This is an optimization exercise on Yosys and OpenROAD, whose aim is small area and a short achievable clock period, not a production implementation.
No run shown here included a check of the RTL's function; only the layout flow was run.
Power and IR drop assume default switching activity.

## flow/design.v (module list and top-level ports; edited modules follow where they fit)
// module mul16_top: 15 lines
// module multiplier: 1538 lines
// module mul_fa: 4 lines
module mul16_top(
    input clk,
    input [15:0] a,
    input [15:0] b,
    output reg [31:0] res
);
  // ...
==> flow/flow/run.sh <==
#!/bin/bash
# Own layout flow: the standard ORFS flow (standard.sh), with
#  - port buffers of a small, fast buffer cell instead of the default delay buffer,
#  - clock tree built from one buffer type and without dummy loads.
#  - timing repair aiming for setup slack above a margin, so that the design is sized for
#    the period it can reach rather than left at minimum size by the loose clock.
# Every tool's output goes to standard.log here; ORFS keeps per-step logs in orfs/logs.
set -euo pipefail
cd "$(dirname "$0")/.."
export BUFFER_PORTS_ARGS="-buffer_cell sky130_fd_sc_hd__buf_1"
export CTS_ARGS="-sink_clustering_enable -repair_clock_nets -dont_use_dummy_load -buf_list sky130_fd_sc_hd__clkbuf_8"
export SETUP_SLACK_MARGIN=16.7
bash standard.sh > standard.log 2>&1
==> flow/standard.sh <==
#!/bin/bash
# synth_recipe.tcl (not shown) runs the flow's synth.tcl, then flattens the netlist and writes it again
# the make line also repeats each setting of config.mk as NAME=value (left out here)
make -C /OpenROAD-flow-scripts/flow DESIGN_CONFIG=/design/flow/config.mk WORK_HOME=/design/flow/orfs CLKGATE_MAP_FILE= SYNTH_SCRIPT=/design/flow/synth_recipe.tcl "${@:-finish}"
==> flow/config.mk <==
export PLATFORM = sky130hd
export DESIGN_NAME = mul16_top
export DESIGN_NICKNAME = mul16_top
export VERILOG_FILES = /design/flow/design.v
export SDC_FILE = /design/flow/constraint.sdc
export NUM_CORES = 4
export LEC_CHECK = 0
export CAP_MARGIN = 20
export CORE_MARGIN = 2
export CORE_UTILIZATION = 40
export SLEW_MARGIN = 20
export SYNTH_HIERARCHICAL = 1
==> flow/constraint.sdc <==
create_clock -name core_clock -period 22.0 [get_ports {clk}]
set_input_delay 4.4000 -clock core_clock [delete_from_list [all_inputs] [get_ports {clk}]]
set_output_delay 4.4000 -clock core_clock [all_outputs]
set_load 0.01 [all_outputs]
==> results.cfg, run 1 <==
[setup_path]
worst-path-buf-inv = 3
crit_type = reg2reg
critPathArrivalTime_ps = 5540
slowest_stage = fa_1
endpoint = res[30]$_DFF_P_
r2r_cells = 17
r2r_start = b_r[6]$_DFF_P_
r2r_setup_slack_ps = 16740
crit_path_frequent_cell = fa_1

[routing]
vias = 5551
drc = 0
post_drt_wl_per_cell_um = 19.0
vias_per_cell = 5.09

[clock_network]
cts_repair_resize_count = 77
cts-root-buf = clkbuf_8
htreeDepth = 3

[synthesis]
synthCells = 744
yosys.area.top_type_share_pct = 56.2
synthMuxAreaShare_pct = 0
synth.cell_area_sq_um = 8010
synth-xor-area-share_pct = 1.53
synth_largest_area_cell = fa_1
synthTopCellsByArea = fa_1 (56%), dfxtp_1 (16%), nand2_1 (12%)

[power]
comb_power_mw = 1.39
p_int_uw = 844
p_clk_share_pct = 4.9
power_frac_seq_pct = 11.5

[grt]
grtUsageMet2_pct = 36.0
grt_pass1_wl_um = 33800
grt_usage_pct = 20.8

[timing]
fin_setup_tns_ps = 0
finalSetupViolCount = 0

[cells_and_area]
nFillCells = 1879
nets = 1115
multi_input_area_share_pct = 71.3
seq_cell_count = 64
seq_share_pct = 15.2
area_growth_syn_to_layout_pct = 15.0

[worst_hold_path]
whs_path_depth = 1
hold_path_class = reg2reg
min_from = a_r[0]$_DFF_P_

[status]
outcome = timing/DRC/antenna clean

[placed_design]
hpwl_um = 15000
==> inputs of run 2 (changes only) <==
--- a/flow/design.v
+++ b/flow/design.v
@@ -869,16 +869,62 @@
   wire G848;
   wire P849;
   wire G850;
   wire P851;
   wire G852;
   wire P853;
   wire G854;
   wire P855;
+  wire G856;
+  wire P857;
+  wire G858;
+  wire P859;
+  wire G860;
+  wire P861;
+  wire G862;
+  wire P863;
+  wire G864;
+  wire P865;
+  wire G866;
+  wire P867;
+  wire G868;
+  wire P869;
+  wire G870;
+  wire P871;
+  wire G872;
+  wire P873;
+  wire G874;
+  wire P875;
+  wire G876;
+  wire P877;
+  wire G878;
+  wire P879;
+  wire G880;
+  wire P881;
+  wire G882;
+  wire P883;
+  wire G884;
+  wire P885;
+  wire G886;
+  wire P887;
+  wire G888;
+  wire P889;
+  wire G890;
+  wire P891;
+  wire G892;
+  wire P893;
+  wire G894;
+  wire P895;
+  wire G896;
+  wire P897;
+  wire G898;
+  wire P899;
+  wire G900;
+  wire P901;
   assign pp1 = ~(a[0] & b[0]);
   assign pp2 = ~(a[1] & b[0]);
   assign pp3 = ~(a[2] & b[0]);
   assign pp4 = ~(a[3] & b[0]);
   assign pp5 = ~(a[4] & b[0]);
   assign pp6 = ~(a[5] & b[0]);
   assign pp7 = ~(a[6] & b[0]);
   assign pp8 = ~(a[7] & b[0]);
@@ -1432,127 +1478,173 @@
   assign G766 = g727 | (p728 & g725);
   assign P767 = p728 & p726;
   assign G768 = g731 | (p732 & g729);
   assign P769 = p732 & p730;
   assign G770 = g735 | (p736 & g733);
   assign P771 = p736 & p734;
   assign G772 = g739 | (p740 & g737);
   assign P773 = p740 & p738;
-  assign G774 = G744 | (P745 & G742);
-  assign P775 = P745 & P743;
-  assign G776 = G748 | (P749 & G746);
-  assign P777 = P749 & P747;
-  assign G778 = G752 | (P753 & G750);
-  assign P779 = P753 & P751;
-  assign G780 = G756 | (P757 & G754);
-  assign P781 = P757 & P755;
-  assign G782 = G760 | (P761 & G758);
-  assign P783 = P761 & P759;
-  assign G784 = G764 | (P765 & G762);
-  assign P785 = P765 & P763;
-  assign G786 = G768 | (P769 & G766);
-  assign P787 = P769 & P767;
-  assign G788 = G772 | (P773 & G770);
-  assign P789 = P773 & P771;
-  assign G790 = G776 | (P777 & G774);
-  assign P791 = P777 & P775;
-  assign G792 = G780 | (P781 & G778);
-  assign P793 = P781 & P779;
-  assign G794 = G784 | (P785 & G782);
-  assign P795 = P785 & P783;
-  assign G796 = G788 | (P789 & G786);
-  assign P797 = P789 & P787;
-  assign G798 = G792 | (P793 & G790);
-  assign P799 = P793 & P791;
-  assign G800 = G796 | (P797 & G794);
-  assign P801 = P797 & P795;
-  assign G802 = G800 | (P801 & G798);
-  assign P803 = P801 & P799;
-  assign G804 = G794 | (P795 & G798);
-  assign P805 = P795 & P799;
-  assign G806 = G778 | (P779 & G790);
-  assign P807 = P779 & P791;
-  assign G808 = G782 | (P783 & G798);
-  assign P809 = P783 & P799;
-  assign G810 = G786 | (P787 & G804);
-  assign P811 = P787 & P805;
-  assign G812 = G746 | (P747 & G774);
-  assign P813 = P747 & P775;
-  assign G814 = G750 | (P751 & G790);
-  assign P815 = P751 & P791;
-  assign G816 = G754 | (P755 & G806);
-  assign P817 = P755 & P807;
-  assign G818 = G758 | (P759 & G798);
-  assign P819 = P759 & P799;
-  assign G820 = G762 | (P763 & G808);
-  assign P821 = P763 & P809;
-  assign G822 = G766 | (P767 & G804);
-  assign P823 = P767 & P805;
-  assign G824 = G770 | (P771 & G810);
-  assign P825 = P771 & P811;
-  assign G826 = g681 | (p682 & G742);
-  assign P827 = p682 & P743;
-  assign G828 = g685 | (p686 & G774);
-  assign P829 = p686 & P775;
-  assign G830 = g689 | (p690 & G812);
-  assign P831 = p690 & P813;
-  assign G832 = g693 | (p694 & G790);
-  assign P833 = p694 & P791;
-  assign G834 = g697 | (p698 & G814);
-  assign P835 = p698 & P815;
-  assign G836 = g701 | (p702 & G806);
-  assign P837 = p702 & P807;
-  assign G838 = g705 | (p706 & G816);
-  assign P839 = p706 & P817;
-  assign G840 = g709 | (p710 & G798);
-  assign P841 = p710 & P799;
-  assign G842 = g713 | (p714 & G818);
-  assign P843 = p714 & P819;
-  assign G844 = g717 | (p718 & G808);
-  assign P845 = p718 & P809;
-  assign G846 = g721 | (p722 & G820);
-  assign P847 = p722 & P821;
-  assign G848 = g725 | (p726 & G804);
-  assign P849 = p726 & P805;
-  assign G850 = g729 | (p730 & G822);
-  assign P851 = p730 & P823;
-  assign G852 = g733 | (p734 & G810);
-  assign P853 = p734 & P811;
-  assign G854 = g737 | (p738 & G824);
-  assign P855 = p738 & P825;
+  assign G774 = g681 | (p682 & G742);
+  assign P775 = p682 & P743;
+  assign G776 = G744 | (P745 & G742);
+  assign P777 = P745 & P743;
+  assign G778 = g689 | (p690 & G746);
+  assign P779 = p690 & P747;
+  assign G780 = G748 | (P749 & G746);
+  assign P781 = P749 & P747;
+  assign G782 = g697 | (p698 & G750);
+  assign P783 = p698 & P751;
+  assign G784 = G752 | (P753 & G750);
+  assign P785 = P753 & P751;
+  assign G786 = g705 | (p706 & G754);
+  assign P787 = p706 & P755;
+  assign G788 = G756 | (P757 & G754);
+  assign P789 = P757 & P755;
+  assign G790 = g713 | (p714 & G758);
+  assign P791 = p714 & P759;
+  assign G792 = G760 | (P761 & G758);
+  assign P793 = P761 & P759;
+  assign G794 = g721 | (p722 & G762);
+  assign P795 = p722 & P763;
+  assign G796 = G764 | (P765 & G762);
+  assign P797 = P765 & P763;
+  assign G798 = g729 | (p730 & G766);
+  assign P799 = p730 & P767;
+  assign G800 = G768 | (P769 & G766);
+  assign P801 = P769 & P767;
+  assign G802 = g737 | (p738 & G770);
+  assign P803 = p738 & P771;
+  assign G804 = G772 | (P773 & G770);
+  assign P805 = P773 & P771;
+  assign G806 = g685 | (p686 & G776);
+  assign P807 = p686 & P777;
+  assign G808 = G746 | (P747 & G776);
+  assign P809 = P747 & P777;
+  assign G810 = G778 | (P779 & G776);
+  assign P811 = P779 & P777;
+  assign G812 = G780 | (P781 & G776);
+  assign P813 = P781 & P777;
+  assign G814 = g701 | (p702 & G784);
+  assign P815 = p702 & P785;
+  assign G816 = G754 | (P755 & G784);
+  assign P817 = P755 & P785;
+  assign G818 = G786 | (P787 & G784);
+  assign P819 = P787 & P785;
+  assign G820 = G788 | (P789 & G784);
+  assign P821 = P789 & P785;
+  assign G822 = g717 | (p718 & G792);
+  assign P823 = p718 & P793;
+  assign G824 = G762 | (P763 & G792);
+  assign P825 = P763 & P793;
+  assign G826 = G794 | (P795 & G792);
+  assign P827 = P795 & P793;
+  assign G828 = G796 | (P797 & G792);
+  assign P829 = P797 & P793;
+  assign G830 = g733 | (p734 & G800);
+  assign P831 = p734 & P801;
+  assign G832 = G770 | (P771 & G800);
+  assign P833 = P771 & P801;
+  assign G834 = G802 | (P803 & G800);
+  assign P835 = P803 & P801;
+  assign G836 = G804 | (P805 & G800);
+  assign P837 = P805 & P801;
+  assign G838 = g693 | (p694 & G812);
+  assign P839 = p694 & P813;
+  assign G840 = G750 | (P751 & G812);
+  assign P841 = P751 & P813;
+  assign G842 = G782 | (P783 & G812);
+  assign P843 = P783 & P813;
+  assign G844 = G784 | (P785 & G812);
+  assign P845 = P785 & P813;
+  assign G846 = G814 | (P815 & G812);
+  assign P847 = P815 & P813;
+  assign G848 = G816 | (P817 & G812);
+  assign P849 = P817 & P813;
+  assign G850 = G818 | (P819 & G812);
+  assign P851 = P819 & P813;
+  assign G852 = G820 | (P821 & G812);
+  assign P853 = P821 & P813;
+  assign G854 = g725 | (p726 & G828);
+  assign P855 = p726 & P829;
+  assign G856 = G766 | (P767 & G828);
+  assign P857 = P767 & P829;
+  assign G858 = G798 | (P799 & G828);
+  assign P859 = P799 & P829;
+  assign G860 = G800 | (P801 & G828);
+  assign P861 = P801 & P829;
+  assign G862 = G830 | (P831 & G828);
+  assign P863 = P831 & P829;
+  assign G864 = G832 | (P833 & G828);
+  assign P865 = P833 & P829;
+  assign G866 = G834 | (P835 & G828);
+  assign P867 = P835 & P829;
+  assign G868 = G836 | (P837 & G828);
+  assign P869 = P837 & P829;
+  assign G870 = g709 | (p710 & G852);
+  assign P871 = p710 & P853;
+  assign G872 = G758 | (P759 & G852);
+  assign P873 = P759 & P853;
+  assign G874 = G790 | (P791 & G852);
+  assign P875 = P791 & P853;
+  assign G876 = G792 | (P793 & G852);
+  assign P877 = P793 & P853;
+  assign G878 = G822 | (P823 & G852);
+  assign P879 = P823 & P853;
+  assign G880 = G824 | (P825 & G852);
+  assign P881 = P825 & P853;
+  assign G882 = G826 | (P827 & G852);
+  assign P883 = P827 & P853;
+  assign G884 = G828 | (P829 & G852);
+  assign P885 = P829 & P853;
+  assign G886 = G854 | (P855 & G852);
+  assign P887 = P855 & P853;
+  assign G888 = G856 | (P857 & G852);
+  assign P889 = P857 & P853;
+  assign G890 = G858 | (P859 & G852);
+  assign P891 = P859 & P853;
+  assign G892 = G860 | (P861 & G852);
+  assign P893 = P861 & P853;
+  assign G894 = G862 | (P863 & G852);
+  assign P895 = P863 & P853;
+  assign G896 = G864 | (P865 & G852);
+  assign P897 = P865 & P853;
+  assign G898 = G866 | (P867 & G852);
+  assign P899 = P867 & P853;
+  assign G900 = G868 | (P869 & G852);
+  assign P901 = P869 & P853;
   assign res[0] = ~(p678 ^ 1'b1);
   assign res[1] = ~(p680 ^ g741);
   assign res[2] = ~(p682 ^ G742);
-  assign res[3] = ~(p684 ^ G826);
-  assign res[4] = ~(p686 ^ G774);
-  assign res[5] = ~(p688 ^ G828);
-  assign res[6] = ~(p690 ^ G812);
-  assign res[7] = ~(p692 ^ G830);
-  assign res[8] = ~(p694 ^ G790);
-  assign res[9] = ~(p696 ^ G832);
-  assign res[10] = ~(p698 ^ G814);
-  assign res[11] = ~(p700 ^ G834);
-  assign res[12] = ~(p702 ^ G806);
-  assign res[13] = ~(p704 ^ G836);
-  assign res[14] = ~(p706 ^ G816);
-  assign res[15] = ~(p708 ^ G838);
-  assign res[16] = ~(p710 ^ G798);
-  assign res[17] = ~(p712 ^ G840);
-  assign res[18] = ~(p714 ^ G818);
-  assign res[19] = ~(p716 ^ G842);
-  assign res[20] = ~(p718 ^ G808);
-  assign res[21] = ~(p720 ^ G844);
-  assign res[22] = ~(p722 ^ G820);
-  assign res[23] = ~(p724 ^ G846);
-  assign res[24] = ~(p726 ^ G804);
-  assign res[25] = ~(p728 ^ G848);
-  assign res[26] = ~(p730 ^ G822);
-  assign res[27] = ~(p732 ^ G850);
-  assign res[28] = ~(p734 ^ G810);
-  assign res[29] = ~(p736 ^ G852);
-  assign res[30] = ~(p738 ^ G824);
-  assign res[31] = ~(p740 ^ G854);
+  assign res[3] = ~(p684 ^ G774);
+  assign res[4] = ~(p686 ^ G776);
+  assign res[5] = ~(p688 ^ G806);
+  assign res[6] = ~(p690 ^ G808);
+  assign res[7] = ~(p692 ^ G810);
+  assign res[8] = ~(p694 ^ G812);
+  assign res[9] = ~(p696 ^ G838);
+  assign res[10] = ~(p698 ^ G840);
+  assign res[11] = ~(p700 ^ G842);
+  assign res[12] = ~(p702 ^ G844);
+  assign res[13] = ~(p704 ^ G846);
+  assign res[14] = ~(p706 ^ G848);
+  assign res[15] = ~(p708 ^ G850);
+  assign res[16] = ~(p710 ^ G852);
+  assign res[17] = ~(p712 ^ G870);
+  assign res[18] = ~(p714 ^ G872);
+  assign res[19] = ~(p716 ^ G874);
+  assign res[20] = ~(p718 ^ G876);
+  assign res[21] = ~(p720 ^ G878);
+  assign res[22] = ~(p722 ^ G880);
+  assign res[23] = ~(p724 ^ G882);
+  assign res[24] = ~(p726 ^ G884);
+  assign res[25] = ~(p728 ^ G886);
+  assign res[26] = ~(p730 ^ G888);
+  assign res[27] = ~(p732 ^ G890);
+  assign res[28] = ~(p734 ^ G892);
+  assign res[29] = ~(p736 ^ G894);
+  assign res[30] = ~(p738 ^ G896);
+  assign res[31] = ~(p740 ^ G898);
 endmodule
 module mul_fa(input a, input b, input ci, output s, output co);
   assign s = a ^ b ^ ci;
   assign co = (a & b) | (a & ci) | (b & ci);
 endmodule
==> flow/run.sh (new file) <==
#!/bin/bash
# synth_recipe.tcl (not shown) runs the flow's synth.tcl, then flattens the netlist and writes it again
# the make line also repeats each setting of config.mk as NAME=value (left out here)
make -C /OpenROAD-flow-scripts/flow DESIGN_CONFIG=/design/flow/config.mk WORK_HOME=/design/flow/orfs CLKGATE_MAP_FILE= SYNTH_SCRIPT=/design/flow/synth_recipe.tcl finish
removed: flow/flow/run.sh
removed: flow/standard.sh
==> results.cfg, run 2 <==
[routing]
post_drt_wl_per_cell_um = 18.7
vias_per_cell = 5.17
drc = 0
antenna_left = 0
drt-initial-drc-count = 355
vias = 5430
first_pass_iters = 5
finalWirelength_um = 19600

[cells_and_area]
reg_top3 = res x32, a_r x16, b_r x16
layout_commonest_cell = nand2_1
top_register = res
finalInstanceArea_sq_um = 9030
nFillCells = 1845
drive_above_1_share_pct = 3.05
diodes = 0
area_growth_syn_to_layout_pct = 13.1
nets = 1058
largest_register_ffs = 32
layout_common_cells = nand2_1 (261), fa_1 (214), dfxtp_1 (64), clkdlybuf4s50_1 (64), ha_1 (30)

[timing]
finalSetupViolCount = 0
maxSlewHeadroom_pct = 44.1
rsz0062_at_grt = no
maxSlewViolCount = 0
period_needed_ps = 6600
timing.final.crit_share_pct = 30.0
fin_setup_tns_ps = 0
hold_violations = 0
fmax_ghz = 0.152
worst_slew_pin_slew_ps = 837
skew_ps = 10.9
fin_ws_ps = 15400

[clock_network]
cts_buffer_depth = 2
cts-buffers-inserted = 9
cts_repair_resize_count = 0
cts_tree = built
postCtsSetupBuffers = 0
cts-root-buf = clkbuf_16
postCtsHoldBufs = 0
htreeDepth = 3
cts.sinks = 64
clk_pin_slew_ps = 60
insertion_delay_ps = 360

[synthesis]
async_reset_ff_share_pct = 0
synthCells = 755
ys_ff_latch = 64
synth.cell_area_sq_um = 7990
synthTopCellsByArea = fa_1 (54%), dfxtp_1 (16%), nand2_1 (12%)
avgSynthCellArea_sq_um = 10.6
yosysWarnings = 7
synth-seq-area-share_pct = 16.0
synth_edf_count = 0
synth_common_cells = nand2_1 (261), fa_1 (214), dfxtp_1 (64), clkbuf_1 (60), ha_1 (30)
ys.flop_type = dfxtp_1
yosysMostFrequentCell = nand2_1
yosysUniqueCellTypes = 44
yosys.area.top_type_share_pct = 53.6
synth_largest_area_cell = fa_1

[job]
cap_violations = 0

[setup_path]
required_ps = 22290
crit_type = reg2reg
r2r-end = res[29]$_DFF_P_
cp-end-kind = register
crit_fanout = 16
cp-start-kind = register
r2r_setup_slack_ps = 15400
r2r_start = a_r[10]$_DFF_P_
critPathArrivalTime_ps = 6890
r2r_cells = 15

[worst_hold_path]
hold_path_class = reg2reg
whs_path_depth = 1
min_from = b_r[0]$_DFF_P_
hold-path-endpoint = res[0]$_DFF_P_

[grt]
grt_max_degree = 17
grt_pass1_wl_um = 32400
antenna_found_initial = 0
grt_usage_pct = 19.9
first_global_vias = 6006
grt_overflow = 0

[power]
ir_drop_mv = 0.168
powerDensity_nw_per_um2 = 174
leakage_nw = 3.30

[placed_design]
dp_slack_ps = 15590
hpwl_um = 14800
portBuffers = 64
placed_area_sq_um = 8760
gp_congestion = 0.820

[die]
ios = 65
rows = 51
dieWidth_um = 145
start_util_pct = 40.9
fp.dieH_um = 145
dieArea_sq_um = 21100
fp.coreArea_sq_um = 19500

[status]
outcome = timing/DRC/antenna clean
==> run 2: where the power goes <==
part | total [mW] | internal [mW] | switching [mW]
logic | 1.24 | 0.592 | 0.644
registers | 0.200 | 0.174 | 0.0260
clock network | 0.136 | 0.0784 | 0.0575
==> run 2: worst max path at each step <==
stage	cells past startpoint	endpoint	startpoint
3_5_place_dp	15	res[28]$_DFF_P_	a_r[9]$_DFF_P_
2_1_floorplan	17	res[26]$_DFF_P_	b_r[12]$_DFF_P_
5_1_grt	15	res[28]$_DFF_P_	a_r[10]$_DFF_P_
6_report	15	res[29]$_DFF_P_	a_r[10]$_DFF_P_
4_1_cts	15	res[28]$_DFF_P_	a_r[10]$_DFF_P_
3_3_place_gp	15	res[28]$_DFF_P_	b_r[12]$_DFF_P_
==> run 2: Yosys stat by module (local to each module, per instance) <==
module | cell area [sq um] | times used
mul16_top | 1280 | 1
multiplier | 2500 | 1
mul_fa | 20.0 | 210
==> run 2: metrics by stage <==
step | cells | utilization (%) | hold slack (ps) | power [mW]
2_1_floorplan | 769 | - | 621 | 1.17
3_3_place_gp | 1035 | 44.9 | 763 | 1.44
3_5_place_dp | 1035 | 44.9 | 807 | 1.46
4_1_cts | 1051 | 46.3 | 816 | 1.60
5_1_grt | 1051 | 46.3 | 869 | 1.76
6_report | 1051 | 46.3 | 830 | 1.57
==> run 2: cells by family (layout without fill, tap and decap cells) <==
family          count (synthesis)  in the layout  synth area share, %
compound gates                 54             54                 4.67
xor+xnor                       22             22                 2.41
fa+ha+maj                     244            244                 58.3
buf+inv                        69             86                 3.43
flops                          64             64                 16.0
mux                             1              1                0.125
other cells                     1             15               0.0469
simple gates                  300            300                 14.9
==> run 2: worst max-delay path, stage by stage (launching register included) <==
cell,delay [ps]
dfxtp_1,840
nand2_1,170
fa_1,590
fa_1,430
fa_1,490
fa_1,420
fa_1,520
fa_1,420
ha_1,400
nand3_1,150
nor3b_1,610
nand3_1,160
a211oi_1,560
o21ai_0,350
a31oi_1,280
xnor2_1,130
==> run 2: cell type report <==
cell class	count	area, sq um	area share [%]
flip-flops and latches	64	1280	14.2
inverters	6	22.5	0.249
repair buffers	64	641	7.09
clock inverters	6	35.0	0.388
clock buffers	10	239	2.65
well taps	265	332	3.67
multi-input cells	636	6480	71.8
==> run 2: per-layer routing <==
metal	global-route usage, %	vias to the layer above	share of wire (%)
met3	3.14	40	4.6
met4	6.76	0	2.6
met1	26.1	2856	41
met2	33.9	171	52
li1	-	2363	-
met5	0	-	0
==> inputs of run 3 (changes only) <==
==> flow/flow/run.sh (new file) <==
#!/bin/bash
# Own layout flow: the standard ORFS flow (standard.sh), with
#  - port buffers of a small, fast buffer cell instead of the default delay buffer,
#  - clock tree built from one buffer type and without dummy loads.
#  - timing repair aiming for setup slack above a margin, so that the design is sized for
#    the period it can reach rather than left at minimum size by the loose clock.
# Every tool's output goes to standard.log here; ORFS keeps per-step logs in orfs/logs.
set -euo pipefail
cd "$(dirname "$0")/.."
export BUFFER_PORTS_ARGS="-buffer_cell sky130_fd_sc_hd__buf_1"
export CTS_ARGS="-sink_clustering_enable -repair_clock_nets -dont_use_dummy_load -buf_list sky130_fd_sc_hd__clkbuf_8"
export SETUP_SLACK_MARGIN=16.7
bash standard.sh > standard.log 2>&1
==> flow/standard.sh (new file) <==
#!/bin/bash
# synth_recipe.tcl (not shown) runs the flow's synth.tcl, then flattens the netlist and writes it again
# the make line also repeats each setting of config.mk as NAME=value (left out here)
make -C /OpenROAD-flow-scripts/flow DESIGN_CONFIG=/design/flow/config.mk WORK_HOME=/design/flow/orfs CLKGATE_MAP_FILE= SYNTH_SCRIPT=/design/flow/synth_recipe.tcl "${@:-finish}"
removed: flow/run.sh
==> results.cfg, run 3 <==
[clock_network]
cts-buffers-inserted = 9
cts-root-buf = clkbuf_8
cts_tree = built
cts.sinks = 64
cts_buffer_depth = 2
insertion_delay_ps = 370
htreeDepth = 3
clk_pin_slew_ps = 80

[die]
dieArea_sq_um = 21100
fp.coreArea_sq_um = 19500
fp.dieH_um = 145
rows = 51
ios = 65
start_util_pct = 40.9
dieWidth_um = 145

[synthesis]
synth_largest_area_cell = fa_1
synthCells = 755
synth.cell_area_sq_um = 7990
ys_ff_latch = 64
async_reset_ff_share_pct = 0
yosysWarnings = 7
yosysMostFrequentCell = nand2_1
yosysUniqueCellTypes = 44
ys.flop_type = dfxtp_1
yosys.area.top_type_share_pct = 53.6
synth_edf_count = 0
avgSynthCellArea_sq_um = 10.6
synth_common_cells = nand2_1 (261), fa_1 (214), dfxtp_1 (64), clkbuf_1 (60), ha_1 (30)
synthTopCellsByArea = fa_1 (54%), dfxtp_1 (16%), nand2_1 (12%)
synth-seq-area-share_pct = 16.0

[job]
cap_violations = 0

[timing]
period_needed_ps = 5340
hold_ws_ps = 688
finalSetupViolCount = 0
fin_setup_tns_ps = 0
fmax_ghz = 0.187
timing.final.crit_share_pct = 24.3
maxSlewViolCount = 0
maxSlewHeadroom_pct = 66.3
hold_violations = 0
worst_slew_pin_slew_ps = 493
rsz0062_at_grt = yes
skew_ps = 27.3

[placed_design]
portBuffers = 64
hpwl_um = 14800
placed_area_sq_um = 8400
gp_congestion = 0.859

[cells_and_area]
finalInstanceArea_sq_um = 9170
top_register = res
drive_above_1_share_pct = 15.0
largest_register_ffs = 32
nets = 1112
area_growth_syn_to_layout_pct = 14.8
layout_commonest_cell = nand2_1
layout_common_cells = nand2_1 (257), fa_1 (210), buf_1 (64)
nFillCells = 1856
reg_top3 = res x32, a_r x16, b_r x16
diodes = 0

[power]
ir_drop_mv = 0.188
leakage_nw = 3.36
powerDensity_nw_per_um2 = 188
total_power_mw = 1.72

[setup_path]
crit_fanout = 7
required_ps = 22250
critPathArrivalTime_ps = 5590
crit_path_frequent_cell = fa_1
cp-end-kind = register
crit_family = adder cells
slowest_stage = fa_1
cp-start-kind = register
cp_cell_sequence = nand2_2 > fa_1 > fa_1 > fa_1 > fa_2 > fa_1 > fa_1 > ha_4 > a211oi_2 > nor2_1 > o41a_1 > a221o_1 > or2_4 > buf_6 > a21o_1 > xnor2_1
crit_type = reg2reg
worst-path-buf-inv = 1
crit_path_max_incr_delay_ps = 570

[routing]
first_pass_iters = 5
vias_per_cell = 5.24
vias = 5750
finalWirelength_um = 20600
drt-initial-drc-count = 304
antenna_left = 0
post_drt_wl_per_cell_um = 18.8
drc = 0

[status]
outcome = timing/DRC/antenna clean

[grt]
grt_pass1_wl_um = 33700
antenna_found_initial = 0
grt_overflow = 0
grt_usage_pct = 20.7
grt_max_degree = 17
first_global_vias = 6371

[worst_hold_path]
hold_path_class = reg2reg
run 3: cell counts after synthesis:
Identical to the previous run, type by type.
run 3: metal layers:
metal / up-vias / GRT usage (%) / share of wire (%)
li1: 2469 / - / -
met1: 2947 / 25.1 / 38
met2: 269 / 35.1 / 50
met3: 65 / 4.28 / 7.0
met4: 0 / 10.4 / 5.1
met5: - / 0 / 0
run 3: report_power, final:
part	internal, mW	total, mW	switching [mW]
clock network	0.0364	0.0812	0.0447
registers	0.174	0.192	0.0189
logic	0.699	1.45	0.748
run 3: final cells by class:
| class | count | area [sq um] | share of cell area, % |
|---|---|---|---|
| flip-flops and latches | 64 | 1370 | 14.9 |
| well taps | 265 | 332 | 3.61 |
| multi-input cells | 636 | 6640 | 72.3 |
| inverters | 6 | 22.5 | 0.246 |
| clock buffers | 9 | 124 | 1.35 |
| repair buffers | 118 | 692 | 7.54 |
run 3: timing repair:
item | CTS | global route
setup buffers | 41 | 12
setup endpoints to repair | 16 | 12
resized for setup | 61 | 20
pin swaps | 5 | 11
hold buffers | 0 | 0
run 3: cell families (layout without fill, tap and decap cells):
family	count (synthesis)	in the layout	share of synthesized area, %
simple gates	300	300	14.9
fa+ha+maj	244	244	58.3
buf+inv	69	133	3.43
flops	64	64	16.0
compound gates	54	54	4.67
xor+xnor	22	22	2.41
other cells	1	15	0.0469
mux	1	1	0.125
run 3: through the flow:
stage / cells / worst slack (ps) / utilization, %
after floorplan: 769 / 16690 / -
after global placement: 1036 / 15660 / 43.0
after detailed placement: 1036 / 15770 / 43.0
after CTS: 1086 / 16690 / 46.0
after global routing: 1098 / 16560 / 47.0
final: 1098 / 16660 / 47.0
run 3: Yosys stat by module, one instance, submodules excluded:
module	times used	cells
multiplier	1	481
mul16_top	1	64
mul_fa	210	1
run 3: final timing paths:
kind / startpoint / to / slack, ps / depth (start not counted)
setup / recovery: b_r[8]$_DFF_P_ / res[25]$_DFF_P_ / 16660 / 16
hold / removal: a_r[0]$_DFF_P_ / res[0]$_DFF_P_ / 690 / 1
setup reg to reg: b_r[8]$_DFF_P_ / res[25]$_DFF_P_ / 16660 / 16
hold reg to reg: a_r[0]$_DFF_P_ / res[0]$_DFF_P_ / 690 / 1

separate check: timing with driven ports:
Ports are ideal in the flow. The routed layouts listed here were re-timed in OpenROAD.
Step 1 (the two cells are an assumption about what drives the block):
set clk [get_ports {clk}]
set_driving_cell -lib_cell sky130_fd_sc_hd__clkbuf_16 $clk
set_driving_cell -lib_cell sky130_fd_sc_hd__buf_2 [delete_from_list [all_inputs] $clk]
Step 2 adds t to the input delays and takes it off the output delays; t is the mean of the earliest and latest rising clock arrival at the registers after step 1. Input paths then give back, and output paths get back, about the clock's delay inside the block.
a / b / c = ideal / step 1 / step 2; a / b = the first two.
run | t, ns | slack for setup (ns) | latest minus earliest clock arrival (ns) | worst register clock-pin slew, ns
run 1 | 0.404 | 16.738 / 16.717 / 16.738 | 0.020 / 0.021 | 0.08 / 0.08
run 2 | 0.398 | 15.403 / 15.403 / 15.403 | 0.011 / 0.011 | 0.06 / 0.06
run 3 | 0.394 | 16.657 / 16.657 / 16.657 | 0.027 / 0.028 | 0.08 / 0.08
After both steps every run listed still meets setup and hold.
